From an optimization exercise on the open Yosys and OpenROAD flow, aimed at small area, a short achievable clock period and few clock cycles; shortcuts taken in it are not production practice.
Where RTL was checked, it was by simulation tests only, not by an equivalence proof against the original.
No activity file was given, so power comes from the tool's default toggle rates.

## v34
==> module sel3, before the edit <==
module sel3(
    output [7:0] max,
    output [7:0] med,
    output [7:0] min,
    input [7:0] a,
    input [7:0] b,
    input [7:0] c,
    input x,
    input y,
    input z
    );
    assign max = (!x && !y) ? a : (!z ? b : c);
    assign min = ( x &&  y) ? a : ( z ? b : c);
    assign med = (x ^ y) ? a : ((x ^ z) ? c : b);
endmodule
==> module arrange, before the edit <==
module arrange(
    output [7:0] max,
    output [7:0] med,
    output [7:0] min,
    input [7:0] a,
    input [7:0] b,
    input [7:0] c
    );
    sel3 s(.max(max), .med(med), .min(min), .a(a), .b(b), .c(c),
           .x(a < b), .y(a < c), .z(b < c));
endmodule
==> module med_filter, before the edit <==
module med_filter(
    output reg [7:0] out,
    output reg out_valid,
    output reg [15:0] addr_med,
    output reg finished,
    output reg [15:0] addr_im,
    input  [7:0] dout_im,
    input start,
    input rst,
    input clk
    );
   reg        running;
   reg [2:0]  ri;       
   reg [7:0]  rc;       
   reg        lastc;    
   reg        col_end;  
   reg        ce_col;   
   reg        ce_band;  
   wire last_rd  = (addr_im == 16'd50175);    
   always @(posedge clk) begin
      if (rst)
         running <= 0;
      else if (start && !running)
         running <= 1;
      else if (col_end && last_rd)
         running <= 0;
      if (rst || (start && !running)) begin
         ri <= 0;
         rc <= 0;
         lastc <= 0;
         col_end <= 0;
         ce_col <= 0;
         ce_band <= 0;
         addr_im <= 0;
      end else begin
         ri <= ri + 3'd1;
         col_end <= (ri == 3'd6);
         ce_col  <= (ri == 3'd6) && !lastc;
         ce_band <= (ri == 3'd6) && lastc;
         addr_im <= addr_im + {{5{col_end}}, ce_band, ce_band, ce_col, !ce_band, 1'b1,
                               !ce_band, 4'b0000, col_end};
         if (col_end) begin
            rc <= lastc ? 8'd0 : rc + 8'd1;
            lastc <= (rc == 8'd222);
         end
      end
   end
   wire       rv = running && (ri[2] || ri[1]) && (rc[7:1] != 0);
   wire [1:0] rf = !rv ? 2'd0 : (ri != 3'd2) ? 2'd1 : (rc != 8'd2) ? 2'd2 : 2'd3;
   reg  [1:0] f1, f2, f3, f4;
   reg        n_row, n_col, n_band;    
   reg        n_rc, n_cb;              
   always @(posedge clk) begin
      if (rst) begin
         f1 <= 0; f2 <= 0; f3 <= 0; f4 <= 0;
         n_row <= 0; n_col <= 0; n_band <= 0;
         n_rc <= 0; n_cb <= 0;
      end else begin
         f1 <= rf; f2 <= f1; f3 <= f2; f4 <= f3;
         n_row  <= (f4 == 2'd1);
         n_col  <= (f4 == 2'd2);
         n_band <= (f4 == 2'd3);
         n_rc   <= (f4 == 2'd1) || (f4 == 2'd2);
         n_cb   <= (f4 == 2'd2) || (f4 == 2'd3);
      end
   end
   reg [7:0] p [0:17];
   integer k;
   always @(posedge clk) begin
      p[0] <= dout_im;
      for (k = 1; k <= 17; k = k + 1) p[k] <= p[k-1];
   end
   reg rx, ry, rz;
   always @(posedge clk) begin
      rx <= p[0] < p[8];
      ry <= p[0] < p[16];
      rz <= p[8] < p[16];
   end
   wire [7:0] smax, smed, smin;
   sel3 srow(.max(smax), .med(smed), .min(smin), .a(p[1]), .b(p[9]), .c(p[17]),
             .x(rx), .y(ry), .z(rz));
   reg [7:0] lo1, lo2, lo3, md1, md2, md3, hi1, hi2, hi3;
   always @(posedge clk) begin
      lo1 <= smin; lo2 <= lo1; lo3 <= lo2;
      md1 <= smed; md2 <= md1; md3 <= md2;
      hi1 <= smax; hi2 <= hi1; hi3 <= hi2;
   end
   wire lx = lo1 < lo2, ly = lo1 < lo3;
   wire mx = md1 < md2, my = md1 < md3;
   wire hx = hi1 < hi2, hy = hi1 < hi3;
   reg  lz, mz, hz;
   reg [7:0] lmax, mmed, hmin;
   always @(posedge clk) begin
      lz <= lx; mz <= mx; hz <= hx;
      lmax <= (!lx && !ly) ? lo1 : (!lz ? lo2 : lo3);
      hmin <= ( hx &&  hy) ? hi1 : ( hz ? hi2 : hi3);
      mmed <= (mx ^ my) ? md1 : ((mx ^ mz) ? md3 : md2);
   end
   wire [7:0] fmed;
   arrange sfin(.max(), .med(fmed), .min(), .a(lmax), .b(mmed), .c(hmin));
   always @(posedge clk) begin
      out <= fmed;
   end
   always @(posedge clk) begin
      if (rst) begin
         out_valid <= 0;
         finished <= 0;
      end else begin
         out_valid <= n_row || n_col || n_band;
         if (start && !running) finished <= 0;
         else if (n_row && addr_med == 16'd49061) finished <= 1;    
      end
      if (start && !running) addr_med <= 16'hFFFF;
      else addr_med <= addr_med + {{5{n_col}}, 1'b0, n_col, n_col, n_rc, n_row, n_col,
                                   n_row, n_rc, n_row, n_rc, n_cb};
   end
endmodule
clock: 4.5 ns
lec_check: 0
abc_area: 1
cap_margin: 20
core_margin: 2
core_utilization: 40
cts_buf_list: sky130_fd_sc_hd__clkbuf_16
cts_cluster_diameter: 80
cts_cluster_size: 25
setup_slack_margin: 2.5
slew_margin: 20
standard.sh (not shown) runs the stock make flow with config.mk's settings and CLKGATE_MAP_FILE= SYNTH_SCRIPT=/design/flow/synth_recipe.tcl, a recipe that flattens the netlist after the stock synthesis.
==> flow/flow/run.sh <==
#!/bin/bash
# Standard ORFS layout, with unrestricted resizing and plain buffers on the ports.
set -euo pipefail
bash standard.sh MATCH_CELL_FOOTPRINT=0 "BUFFER_PORTS_ARGS=-buffer_cell sky130_fd_sc_hd__buf_2" finish > standard.log 2>&1
## Diff of input files: v13 against v34
diff --git a/flow/design.v b/flow/design.v
--- a/flow/design.v
+++ b/flow/design.v
@@ -1,18 +1,3 @@
 `timescale 1ns / 1ps
-module sel3(
-    output [7:0] max,
-    output [7:0] med,
-    output [7:0] min,
-    input [7:0] a,
-    input [7:0] b,
-    input [7:0] c,
-    input x,
-    input y,
-    input z
-    );
-    assign max = (!x && !y) ? a : (!z ? b : c);
-    assign min = ( x &&  y) ? a : ( z ? b : c);
-    assign med = (x ^ y) ? a : ((x ^ z) ? c : b);
-endmodule
 module arrange(
     output [7:0] max,
@@ -23,6 +8,10 @@
     input [7:0] c
     );
-    sel3 s(.max(max), .med(med), .min(min), .a(a), .b(b), .c(c),
-           .x(a < b), .y(a < c), .z(b < c));
+    wire x = a < b;
+    wire y = a < c;
+    wire z = b < c;
+    assign max = (!x && !y) ? a : (!z ? b : c);
+    assign min = ( x &&  y) ? a : ( z ? b : c);
+    assign med = (x ^ y) ? a : ((x ^ z) ? c : b);
 endmodule
 `timescale 1ns / 1ps
@@ -76,36 +65,29 @@
    wire       rv = running && (ri[2] || ri[1]) && (rc[7:1] != 0);
    wire [1:0] rf = !rv ? 2'd0 : (ri != 3'd2) ? 2'd1 : (rc != 8'd2) ? 2'd2 : 2'd3;
-   reg  [1:0] f1, f2, f3, f4;
+   reg  [1:0] f1, f2, f3;
    reg        n_row, n_col, n_band;    
    reg        n_rc, n_cb;              
    always @(posedge clk) begin
       if (rst) begin
-         f1 <= 0; f2 <= 0; f3 <= 0; f4 <= 0;
+         f1 <= 0; f2 <= 0; f3 <= 0;
          n_row <= 0; n_col <= 0; n_band <= 0;
          n_rc <= 0; n_cb <= 0;
       end else begin
-         f1 <= rf; f2 <= f1; f3 <= f2; f4 <= f3;
-         n_row  <= (f4 == 2'd1);
-         n_col  <= (f4 == 2'd2);
-         n_band <= (f4 == 2'd3);
-         n_rc   <= (f4 == 2'd1) || (f4 == 2'd2);
-         n_cb   <= (f4 == 2'd2) || (f4 == 2'd3);
+         f1 <= rf; f2 <= f1; f3 <= f2;
+         n_row  <= (f3 == 2'd1);
+         n_col  <= (f3 == 2'd2);
+         n_band <= (f3 == 2'd3);
+         n_rc   <= (f3 == 2'd1) || (f3 == 2'd2);
+         n_cb   <= (f3 == 2'd2) || (f3 == 2'd3);
       end
    end
-   reg [7:0] p [0:17];
+   reg [7:0] p [0:16];
    integer k;
    always @(posedge clk) begin
       p[0] <= dout_im;
-      for (k = 1; k <= 17; k = k + 1) p[k] <= p[k-1];
-   end
-   reg rx, ry, rz;
-   always @(posedge clk) begin
-      rx <= p[0] < p[8];
-      ry <= p[0] < p[16];
-      rz <= p[8] < p[16];
+      for (k = 1; k <= 16; k = k + 1) p[k] <= p[k-1];
    end
    wire [7:0] smax, smed, smin;
-   sel3 srow(.max(smax), .med(smed), .min(smin), .a(p[1]), .b(p[9]), .c(p[17]),
-             .x(rx), .y(ry), .z(rz));
+   arrange srow(.max(smax), .med(smed), .min(smin), .a(p[0]), .b(p[8]), .c(p[16]));
    reg [7:0] lo1, lo2, lo3, md1, md2, md3, hi1, hi2, hi3;
    always @(posedge clk) begin
--- outcome ---
- Going from v34 to v13, fmax grew slightly.
- v13 ended with more via count than v34.
- NOTE count of inverters other than clock inverters in the layout v34->v13 increased by a few percent
- v13 packs its core looser than v34.
- Summary of v13 over v34: overall die area went down; number of clock sinks went down.
- v13 — worst setup slack 12 ps higher, v34 as reference
- v34 -> v13: total power of the final layout decreased by a few percent
- Highest-delay cell along the critical path: dfxtp_1 -> v34, dfxtp_2 -> v13
- v13 against v34: non-clock buffer area fraction after layout did not really move; synthesized-area fraction occupied by adder cells essentially unchanged.
- Delta(number of flip-flops and latches, v13 - v34) < 0
- Measured against each other, v34 and v13 differ in share of total power in combinational logic, the higher figure coming from v34.
- Sort v34 and v13 by average wire per cell in the routed design, descending, and v34 comes first.
Testbench counts of v13, summed over its fixed seeds: cycles 795,708.
No functional check of the RTL was part of v34.


The RTL this note starts from:
==> flow/design.v <==
`timescale 1ns / 1ps
module lt8(output y, input [7:0] a, input [7:0] b);
    wire [7:0] g = ~a & b;
    wire [7:0] l = ~a | b;
    wire [3:0] g2 = {g[7] | l[7] & g[6], g[5] | l[5] & g[4], g[3] | l[3] & g[2], g[1] | l[1] & g[0]};
    wire [3:0] l2 = {l[7] & l[6], l[5] & l[4], l[3] & l[2], l[1] & l[0]};
    wire [1:0] g4 = {g2[3] | l2[3] & g2[2], g2[1] | l2[1] & g2[0]};
    wire       l4 = l2[3] & l2[2];
    assign y = g4[1] | l4 & g4[0];
endmodule
module arrange(
    output [7:0] max,
    output [7:0] med,
    output [7:0] min,
    input [7:0] a,
    input [7:0] b,
    input [7:0] c
    );
    wire x, y, z;
    lt8 cx(x, a, b);
    lt8 cy(y, a, c);
    lt8 cz(z, b, c);
    assign max = (!x && !y) ? a : (!z ? b : c);
    assign min = ( x &&  y) ? a : ( z ? b : c);
    assign med = (x ^ y) ? a : ((x ^ z) ? c : b);
endmodule
`timescale 1ns / 1ps
module med_filter(
    output reg [7:0] out,
    output reg out_valid,
    output reg [15:0] addr_med,
    output reg finished,
    output reg [15:0] addr_im,
    input  [7:0] dout_im,
    input start,
    input rst,
    input clk
    );
   reg        running;
   reg [2:0]  ri;       
   reg [7:0]  rc;       
   reg        lastc;    
   reg        col_end;  
   wire last_rd  = (addr_im == 16'd50175);    
   always @(posedge clk) begin
      if (rst || (start && !running)) begin
         running <= !rst;
         ri <= 0;
         rc <= 0;
         lastc <= 0;
         col_end <= 0;
         addr_im <= 0;
      end else if (running) begin
         ri <= ri + 3'd1;
         col_end <= (ri == 3'd6);
         addr_im <= addr_im + (!col_end ? 16'd224 :           
                               !lastc   ? 16'hF9E1 :         
                                          16'hFE41);         
         if (col_end) begin
            rc <= lastc ? 8'd0 : rc + 8'd1;
            lastc <= (rc == 8'd222);
            if (last_rd) running <= 0;
         end
      end
   end
   wire       rv = running && (ri[2] || ri[1]) && (rc[7:1] != 0);
   wire [1:0] rf = !rv ? 2'd0 : (ri != 3'd2) ? 2'd1 : (rc != 8'd2) ? 2'd2 : 2'd3;
   reg  [1:0] f1, f2, f3, f4;
   always @(posedge clk) begin
      if (rst) begin
         f1 <= 0; f2 <= 0; f3 <= 0; f4 <= 0;
      end else begin
         f1 <= rf; f2 <= f1; f3 <= f2; f4 <= f3;
      end
   end
   reg [7:0] p [0:16];
   integer k;
   always @(posedge clk) begin
      p[0] <= dout_im;
      for (k = 1; k <= 16; k = k + 1) p[k] <= p[k-1];
   end
   wire [7:0] smax, smed, smin;
   arrange srow(.max(smax), .med(smed), .min(smin), .a(p[0]), .b(p[8]), .c(p[16]));
   reg [7:0] lo1, lo2, lo3, md1, md2, md3, hi1, hi2, hi3;
   always @(posedge clk) begin
      lo1 <= smin; lo2 <= lo1; lo3 <= lo2;
      md1 <= smed; md2 <= md1; md3 <= md2;
      hi1 <= smax; hi2 <= hi1; hi3 <= hi2;
   end
   wire lx, ly, mx, my, hx, hy;
   lt8 clx(lx, lo1, lo2), cly(ly, lo1, lo3);
   lt8 cmx(mx, md1, md2), cmy(my, md1, md3);
   lt8 chx(hx, hi1, hi2), chy(hy, hi1, hi3);
   reg  lz, mz, hz;
   reg [7:0] lmax, mmed, hmin;
   always @(posedge clk) begin
      lz <= lx; mz <= mx; hz <= hx;
      lmax <= (!lx && !ly) ? lo1 : (!lz ? lo2 : lo3);
      hmin <= ( hx &&  hy) ? hi1 : ( hz ? hi2 : hi3);
      mmed <= (mx ^ my) ? md1 : ((mx ^ mz) ? md3 : md2);
   end
   wire [7:0] fmed;
   arrange sfin(.max(), .med(fmed), .min(), .a(lmax), .b(mmed), .c(hmin));
   always @(posedge clk) begin
      out <= fmed;
   end
   always @(posedge clk) begin
      if (rst) begin
         out_valid <= 0;
         finished <= 0;
      end else begin
         out_valid <= (f4 != 0);
         if (start && !running) finished <= 0;
         else if (f4 != 0 && addr_med == 16'd49061) finished <= 1;
      end
      if (start && !running) addr_med <= 16'hFFFF;
      else addr_med <= addr_med + ((f4 == 2'd0) ? 16'd0 :
                                   (f4 == 2'd3) ? 16'd1 :
                                   (f4 == 2'd2) ? 16'hFBAB : 16'd222);   
   end
endmodule
clock: 4.5 ns
lec_check: 0
cap_margin: 20
core_margin: 2
core_utilization: 40
setup_slack_margin: 2.3
slew_margin: 20
run.sh (not shown) runs the stock make flow with config.mk's settings and CLKGATE_MAP_FILE= SYNTH_SCRIPT=/design/flow/synth_recipe.tcl, a recipe that flattens the netlist after the stock synthesis.
Stock flow here: none of the scripts above is used.
Then changed:
--- a/flow/design.v
+++ b/flow/design.v
@@ -1,13 +1,4 @@
 `timescale 1ns / 1ps
-module lt8(output y, input [7:0] a, input [7:0] b);
-    wire [7:0] g = ~a & b;
-    wire [7:0] l = ~a | b;
-    wire [3:0] g2 = {g[7] | l[7] & g[6], g[5] | l[5] & g[4], g[3] | l[3] & g[2], g[1] | l[1] & g[0]};
-    wire [3:0] l2 = {l[7] & l[6], l[5] & l[4], l[3] & l[2], l[1] & l[0]};
-    wire [1:0] g4 = {g2[3] | l2[3] & g2[2], g2[1] | l2[1] & g2[0]};
-    wire       l4 = l2[3] & l2[2];
-    assign y = g4[1] | l4 & g4[0];
-endmodule
 module arrange(
     output [7:0] max,
     output [7:0] med,
@@ -16,10 +7,9 @@
     input [7:0] b,
     input [7:0] c
     );
-    wire x, y, z;
-    lt8 cx(x, a, b);
-    lt8 cy(y, a, c);
-    lt8 cz(z, b, c);
+    wire x = a < b;
+    wire y = a < c;
+    wire z = b < c;
     assign max = (!x && !y) ? a : (!z ? b : c);
     assign min = ( x &&  y) ? a : ( z ? b : c);
     assign med = (x ^ y) ? a : ((x ^ z) ? c : b);
@@ -87,10 +77,9 @@
       md1 <= smed; md2 <= md1; md3 <= md2;
       hi1 <= smax; hi2 <= hi1; hi3 <= hi2;
    end
-   wire lx, ly, mx, my, hx, hy;
-   lt8 clx(lx, lo1, lo2), cly(ly, lo1, lo3);
-   lt8 cmx(mx, md1, md2), cmy(my, md1, md3);
-   lt8 chx(hx, hi1, hi2), chy(hy, hi1, hi3);
+   wire lx = lo1 < lo2, ly = lo1 < lo3;
+   wire mx = md1 < md2, my = md1 < md3;
+   wire hx = hi1 < hi2, hy = hi1 < hi3;
    reg  lz, mz, hz;
    reg [7:0] lmax, mmed, hmin;
    always @(posedge clk) begin
@@ -110,12 +99,14 @@
          finished <= 0;
       end else begin
          out_valid <= (f4 != 0);
-         if (start && !running) finished <= 0;
-         else if (f4 != 0 && addr_med == 16'd49061) finished <= 1;
+         if (start && !running) begin
+            finished <= 0;
+            addr_med <= 16'hFFFF;
+         end else if (f4 != 0) begin
+            addr_med <= addr_med + ((f4 == 2'd3) ? 16'd1 :
+                                    (f4 == 2'd2) ? 16'hFBAB : 16'd222);   
+            if (addr_med == 16'd49061) finished <= 1;
+         end
       end
-      if (start && !running) addr_med <= 16'hFFFF;
-      else addr_med <= addr_med + ((f4 == 2'd0) ? 16'd0 :
-                                   (f4 == 2'd3) ? 16'd1 :
-                                   (f4 == 2'd2) ? 16'hFBAB : 16'd222);   
    end
 endmodule
The changed run produced a clean layout.
Count of clock-buffer cells in the layout goes down by 1.
Critical path depth went down by 2.
Final cell count is higher by about 6.6%.
Power came out higher by 2.0%.
Synthesized area increases by 5.8%.
Register-to-register slack improved by 0.76 ns.
Combinational power shrinks by about 3%.
Wire length rises by 2.9%.
Maximum frequency went up by 33%.
No functional check of the RTL was part of any run of this note.

==> afterwards: timing with drivers on the ports <==
Ports are ideal in the flow. The routed layouts listed here were re-timed in OpenROAD.
Step 1, drivers: a clkbuf_16 drives clk and a buf_2 each remaining input, both assumed.
Step 2 moves the port delays by t, midway between the first and last clock arrival at a register: inputs arrive t later, outputs are due t later. That takes back most of the time a late clock gives input paths.
Slacks: ideal / step 1 / step 2; pairs: ideal / step 1.
| run | t (ns) | slack for setup (ns) | latest minus earliest clock arrival (ns) | worst register clock-pin slew, ns |
|---|---|---|---|---|
| v34 | 0.547 | 2.532 / 2.484 / 2.213 | 0.016 / 0.016 | 0.09 / 0.09 |
| v13 | 0.529 | 2.544 / 2.498 / 2.168 | 0.020 / 0.020 | 0.10 / 0.10 |
| the first run of note 2 | 0.605 | 1.450 / 1.450 / 1.450 | 0.015 / 0.015 | 0.07 / 0.07 |
| the second run of note 2 | 0.603 | 2.212 / 2.200 / 1.833 | 0.009 / 0.010 | 0.06 / 0.06 |
After both steps every run listed still meets setup and hold. The setup slack of the second run of note 2, which loses most, moves by -0.012 ns with the drivers and by -0.379 ns with both steps.
